What follows belongs to an exercise in optimizing a design on an open flow for small area, a short achievable clock period and few clock cycles; a production flow would make more cautious choices. RTL that was checked went through simulation tests only; none was proved equivalent to the original. No activity file was given, so power comes from the tool's default toggle rates.

lagoon:
==> flow/design.v <==
module addsub16 (
	input  logic [15:0] a,
	input  logic [15:0] bb,
	input  logic        sub,
	output logic [15:0] s,
	output logic        zero);    
	logic [15:0] g0, p0, g1, p1, g2, p2, g3, p3, g4;
	logic [15:0] c;
	assign g0 = (a & bb) | {15'b0, (a[0] ^ bb[0]) & sub};
	assign p0 = a ^ bb;
	genvar i;
	generate
		for (i = 0; i < 16; i = i + 1) begin : pfx
			if (i >= 1) begin
				assign g1[i] = g0[i] | (p0[i] & g0[i-1]);
				assign p1[i] = p0[i] & p0[i-1];
			end else begin
				assign g1[i] = g0[i];
				assign p1[i] = p0[i];
			end
			if (i >= 2) begin
				assign g2[i] = g1[i] | (p1[i] & g1[i-2]);
				assign p2[i] = p1[i] & p1[i-2];
			end else begin
				assign g2[i] = g1[i];
				assign p2[i] = p1[i];
			end
			if (i >= 4) begin
				assign g3[i] = g2[i] | (p2[i] & g2[i-4]);
				assign p3[i] = p2[i] & p2[i-4];
			end else begin
				assign g3[i] = g2[i];
				assign p3[i] = p2[i];
			end
			if (i >= 8) assign g4[i] = g3[i] | (p3[i] & g3[i-8]);
			else        assign g4[i] = g3[i];
		end
	endgenerate
	assign c = {g4[14:0], sub};
	assign s = p0 ^ c;
	assign zero = ~|(p0 ^ {a[14:0] | bb[14:0], sub});
endmodule
module pcadd (
	input  logic [9:0] pc,
	input  logic [7:0] d,
	output logic [9:0] pc_inc,
	output logic [9:0] pc_jmp);
	assign pc_inc = pc + 10'd1;
	assign pc_jmp = pc + {2'b00, d};
endmodule
module neg16 (
	input  logic [15:0] a,
	output logic [15:0] n);
	logic [15:0] lo;    
	genvar i;
	generate
		for (i = 0; i < 16; i = i + 1) begin : b
			if (i == 0) assign lo[i] = 1'b0;
			else        assign lo[i] = |a[i-1:0];
		end
	endgenerate
	assign n = a ^ lo;
endmodule
module mux16 (
	input  logic        s,
	input  logic [15:0] a,
	input  logic [15:0] b,
	output logic [15:0] o);
	assign o = s ? a : b;
endmodule
module simplecpu (
	input  logic        rst,
	input  logic        clk,
	output logic [9:0]  pc,
	input  logic [15:0] inst,
	output logic [7:0]  d_addr,
	output logic        d_wr,
	output logic [15:0] d_wdata,
	input  logic [15:0] d_rdata,
	output logic        halted);
	logic [9:0]   pc_q;
	logic         f_halt;             
	logic [255:0] regs;               
	logic [15:0]  valid;              
	logic [15:0]  nz;                 
	logic         r_we, r_st, r_halt;
	logic         r_mem, r_not, r_sub, r_dsel, r_azero, r_loc;
	logic         r_afwd, r_bfwd;     
	logic [3:0]   r_pa, r_wa;
	logic [7:0]   r_d;                
	logic         x_we, x_st, x_halt, x_cin;
	logic [3:0]   x_wa;
	logic [15:0]  x_a, x_b;
	logic [15:0]  sum;                
	logic         sum_zero;
	logic [3:0]  op, ra, pa;
	logic [7:0]  d;
	logic        is_jmp, is_jmz, is_halt, is_mem, is_st, is_dsel, is_azero, writes;
	logic        r_hit, x_hit, z_ra, stall, taken, hold, f_ok;
	logic [9:0]  pc_inc, pc_jmp;
	assign op = inst[15:12];
	assign ra = inst[11:8];
	assign d  = inst[7:0];
	assign is_halt  = op[3];
	assign is_jmp   = (op == 4'h7);
	assign is_jmz   = (op == 4'h5);
	assign is_st    = (op[2:0] == 3'h1);
	assign is_mem   = (op[2:0] == 3'h0) | (op[2:0] == 3'h6);                  
	assign is_dsel  = (op[2:0] == 3'h3) | is_st;                             
	assign is_azero = (op[2:0] == 3'h3) | is_mem;                            
	assign writes   = is_mem | (op[2:0] == 3'h2) | (op[2:0] == 3'h3) | (op[2:0] == 3'h4);
	assign pa       = is_st ? ra : inst[7:4];
	assign r_hit = r_we & (r_wa == ra);
	assign x_hit = x_we & (x_wa == ra);
	assign z_ra  = r_hit ? (r_d == 8'h00) : x_hit ? sum_zero : ~nz[ra];
	assign stall = (is_jmz & r_hit & ~r_loc) | (is_mem & r_st);
	assign taken = is_jmp | (is_jmz & z_ra);
	assign hold  = f_halt | is_halt | stall;
	assign f_ok  = ~f_halt & ~is_halt & ~stall;
	pcadd pcadd (.pc(pc_q), .d(d), .pc_inc(pc_inc), .pc_jmp(pc_jmp));
	always_ff @(posedge clk) begin
		if (rst) begin
			pc_q   <= '0;
			f_halt <= 1'b0;
		end else begin
			if (~hold) pc_q <= taken ? pc_jmp : pc_inc;
			if (is_halt) f_halt <= 1'b1;
		end
	end
	always_ff @(posedge clk) begin
		if (rst) begin
			r_we   <= 1'b0;
			r_st   <= 1'b0;
			r_halt <= 1'b0;
		end else begin
			r_we   <= f_ok & ~op[3] & writes;
			r_st   <= f_ok & (op == 4'h1);
			r_halt <= f_halt | is_halt;
		end
	end
	always_ff @(posedge clk) begin
		r_mem   <= is_mem;
		r_not   <= (op[2:0] == 3'h6);
		r_sub   <= (op[2:0] == 3'h4);
		r_loc   <= (op[2:0] == 3'h3);
		r_dsel  <= is_dsel;
		r_azero <= is_azero;
		r_pa    <= pa;
		r_wa    <= ra;
		r_d     <= d;
		r_afwd  <= r_we & (r_wa == pa) & ~is_azero;
		r_bfwd  <= r_we & (r_wa == inst[3:0]) & ~is_dsel & ~is_mem;
	end
	logic [15:0] p_rd, q_rd, a_nxt, b_nxt, b_rd;
	assign p_rd = (valid[r_pa] & ~r_azero) ? regs[16*r_pa +: 16] : 16'h0000;
	assign q_rd = valid[r_d[3:0]] ? regs[16*r_d[3:0] +: 16] : 16'h0000;
	assign b_rd = r_mem  ? ({16{r_not}} ^ d_rdata) :
	              r_dsel ? {8'h00, r_d} : ({16{r_sub}} ^ q_rd);
	mux16 amux (.s(r_afwd), .a(sum), .b(p_rd), .o(a_nxt));
	mux16 bmux (.s(r_bfwd), .a(sum ^ {16{r_sub}}), .b(b_rd), .o(b_nxt));
	always_ff @(posedge clk) begin
		if (rst) begin
			x_we   <= 1'b0;
			x_st   <= 1'b0;
			x_halt <= 1'b0;
		end else begin
			x_we   <= r_we;
			x_st   <= r_st;
			x_halt <= r_halt;
		end
	end
	always_ff @(posedge clk) begin
		x_cin <= r_sub | r_not;
		x_wa  <= r_wa;
		x_a   <= a_nxt;
		x_b   <= b_nxt;
	end
	addsub16 alu (.a(x_a), .bb(x_b), .sub(x_cin), .s(sum), .zero(sum_zero));
	always_ff @(posedge clk) begin
		if (rst) begin
			valid <= '0;
			nz    <= '0;
		end else if (x_we) begin
			valid[x_wa] <= 1'b1;
			nz[x_wa]    <= ~sum_zero;
		end
	end
	genvar g;
	generate
		for (g = 0; g < 16; g = g + 1) begin : rf
			always_ff @(posedge clk)
				if (x_we && x_wa == g) regs[16*g +: 16] <= sum;
		end
	endgenerate
	assign pc      = pc_q;
	assign d_addr  = x_st ? x_b[7:0] : r_d;
	assign d_wr    = x_st;
	assign d_wdata = x_a;
	assign halted  = x_halt;
endmodule
Settings: LEC_CHECK=0, CAP_MARGIN=20, CORE_MARGIN=2, CORE_UTILIZATION=40, PLACE_DENSITY=0.6, SETUP_SLACK_MARGIN=4.1, SLEW_MARGIN=20, SYNTH_HIERARCHICAL=1; clock period 7.0 ns.
standard.sh (not shown) runs the stock make flow with config.mk's settings and CLKGATE_MAP_FILE= SYNTH_SCRIPT=/design/flow/synth_recipe.tcl, a recipe that flattens the netlist after the stock synthesis.
==> flow/flow/run.sh <==
#!/bin/bash
# Standard ORFS layout (the standard.sh, synthesis unchanged), except that the
# input/output port buffers are sky130_fd_sc_hd__buf_2 cells instead of the default
# pick (a slow delay buffer). ORFS keeps each step's log under orfs/logs/; make's
# own output goes to standard.log here.
set -euo pipefail
bash standard.sh "BUFFER_PORTS_ARGS=-buffer_cell sky130_fd_sc_hd__buf_2" finish > standard.log 2>&1
lagoon did not stop at any stage, and its layout met the timing, design-rule and antenna checks.
Setup changes, lagoon to amber
-- flow/design.v --
<<< lagoon, line 69
	assign o = s ? a : b;
endmodule
module simplecpu (
	input  logic        rst,
>>> amber, line 69
	assign o = s ? a : b;
endmodule
module rdmux (
	input  logic [255:0] regs,
	input  logic [15:0]  sel,
	output logic [15:0]  o);
	always_comb begin
		o = '0;
		for (int r = 0; r < 16; r++)
			o = o | (regs[16*r +: 16] & {16{sel[r]}});
	end
endmodule
module simplecpu (
	input  logic        rst,
<<< lagoon, line 85
	logic [15:0]  nz;                 
	logic         r_we, r_st, r_halt;
	logic         r_mem, r_not, r_sub, r_dsel, r_azero, r_loc;
	logic         r_afwd, r_bfwd;     
	logic [3:0]   r_pa, r_wa;
	logic [7:0]   r_d;                
	logic         x_we, x_st, x_halt, x_cin;
>>> amber, line 95
	logic [15:0]  nz;                 
	logic         r_we, r_st, r_halt;
	logic         r_mem, r_not, r_sub, r_dsel, r_loc;
	logic         r_afwd, r_bfwd;     
	logic [3:0]   r_wa;
	logic [15:0]  r_psel, r_qsel;     
	logic [7:0]   r_d;                
	logic         x_we, x_st, x_halt, x_cin;
<<< lagoon, line 128
		end
	end
	always_ff @(posedge clk) begin
		if (rst) begin
>>> amber, line 139
		end
	end
	logic [15:0] valid_nxt;
	assign valid_nxt = valid | ({15'h0000, x_we} << x_wa);
	always_ff @(posedge clk) begin
		if (rst) begin
<<< lagoon, line 145
		r_loc   <= (op[2:0] == 3'h3);
		r_dsel  <= is_dsel;
		r_azero <= is_azero;
		r_pa    <= pa;
		r_wa    <= ra;
		r_d     <= d;
>>> amber, line 158
		r_loc   <= (op[2:0] == 3'h3);
		r_dsel  <= is_dsel;
		r_psel  <= is_azero ? 16'h0000 : (valid_nxt & (16'h0001 << pa));
		r_qsel  <= valid_nxt & (16'h0001 << inst[3:0]);
		r_wa    <= ra;
		r_d     <= d;
<<< lagoon, line 153
	end
	logic [15:0] p_rd, q_rd, a_nxt, b_nxt, b_rd;
	assign p_rd = (valid[r_pa] & ~r_azero) ? regs[16*r_pa +: 16] : 16'h0000;
	assign q_rd = valid[r_d[3:0]] ? regs[16*r_d[3:0] +: 16] : 16'h0000;
	assign b_rd = r_mem  ? ({16{r_not}} ^ d_rdata) :
	              r_dsel ? {8'h00, r_d} : ({16{r_sub}} ^ q_rd);
>>> amber, line 166
	end
	logic [15:0] p_rd, q_rd, a_nxt, b_nxt, b_rd;
	rdmux pmux (.regs(regs), .sel(r_psel), .o(p_rd));
	rdmux qmux (.regs(regs), .sel(r_qsel), .o(q_rd));
	assign b_rd = r_mem  ? ({16{r_not}} ^ d_rdata) :
	              r_dsel ? {8'h00, r_d} : ({16{r_sub}} ^ q_rd);
## What came out
Looking at net count of the mapped netlist, amber sits 140 above lagoon. Post-route standard cell area excluding fillers (amber vs. lagoon) decreases by a little under 10%. From lagoon to amber the numbers moved as follows: overall fraction of global-route tracks in use higher; register fraction of the total cell area higher; share of the clock period used by the worst path lower. The logic gate share of total power of amber falls short of that of lagoon by 6.1 points. Detailed-route wire length delta for amber relative to lagoon: 1.4 mm lower. Total power after layout in amber vs lagoon: down about 1.3%.
Testbench counts of amber, summed over its fixed seeds: cycles 74,821.
No functional check of the RTL was part of lagoon.

-- separate check: timing with driven ports --
The results above use ideal ports. As a check the final layouts listed here were re-extracted and re-timed, cells and wires unchanged.
Step 1 sets driving cells, clkbuf_16 on the clock port and buf_2 on the other inputs (assumed; they add their load-dependent delay and slew).
Step 2 moves the port delays by t, midway between the first and last clock arrival at a register: inputs arrive t later, outputs are due t later. That takes back most of the time a late clock gives input paths.
a / b / c = no drivers / after step 1 / after step 2; a / b = the first two.
run	t, ns	slack for setup (ns)	hold WS [ns]	worst register clock-pin slew, ns	pins driven straight from the clock port
lagoon	0.596	4.102 / 4.044 / 3.567	0.435 / 0.435 / 0.435	0.07 / 0.07	1
amber	0.599	4.136 / 4.079 / 3.646	0.434 / 0.434 / 0.434	0.06 / 0.06	1
After both steps every run listed still meets setup and hold. For lagoon, which loses most, drivers alone change the setup slack by -0.058 ns; drivers and shift together by -0.535 ns.
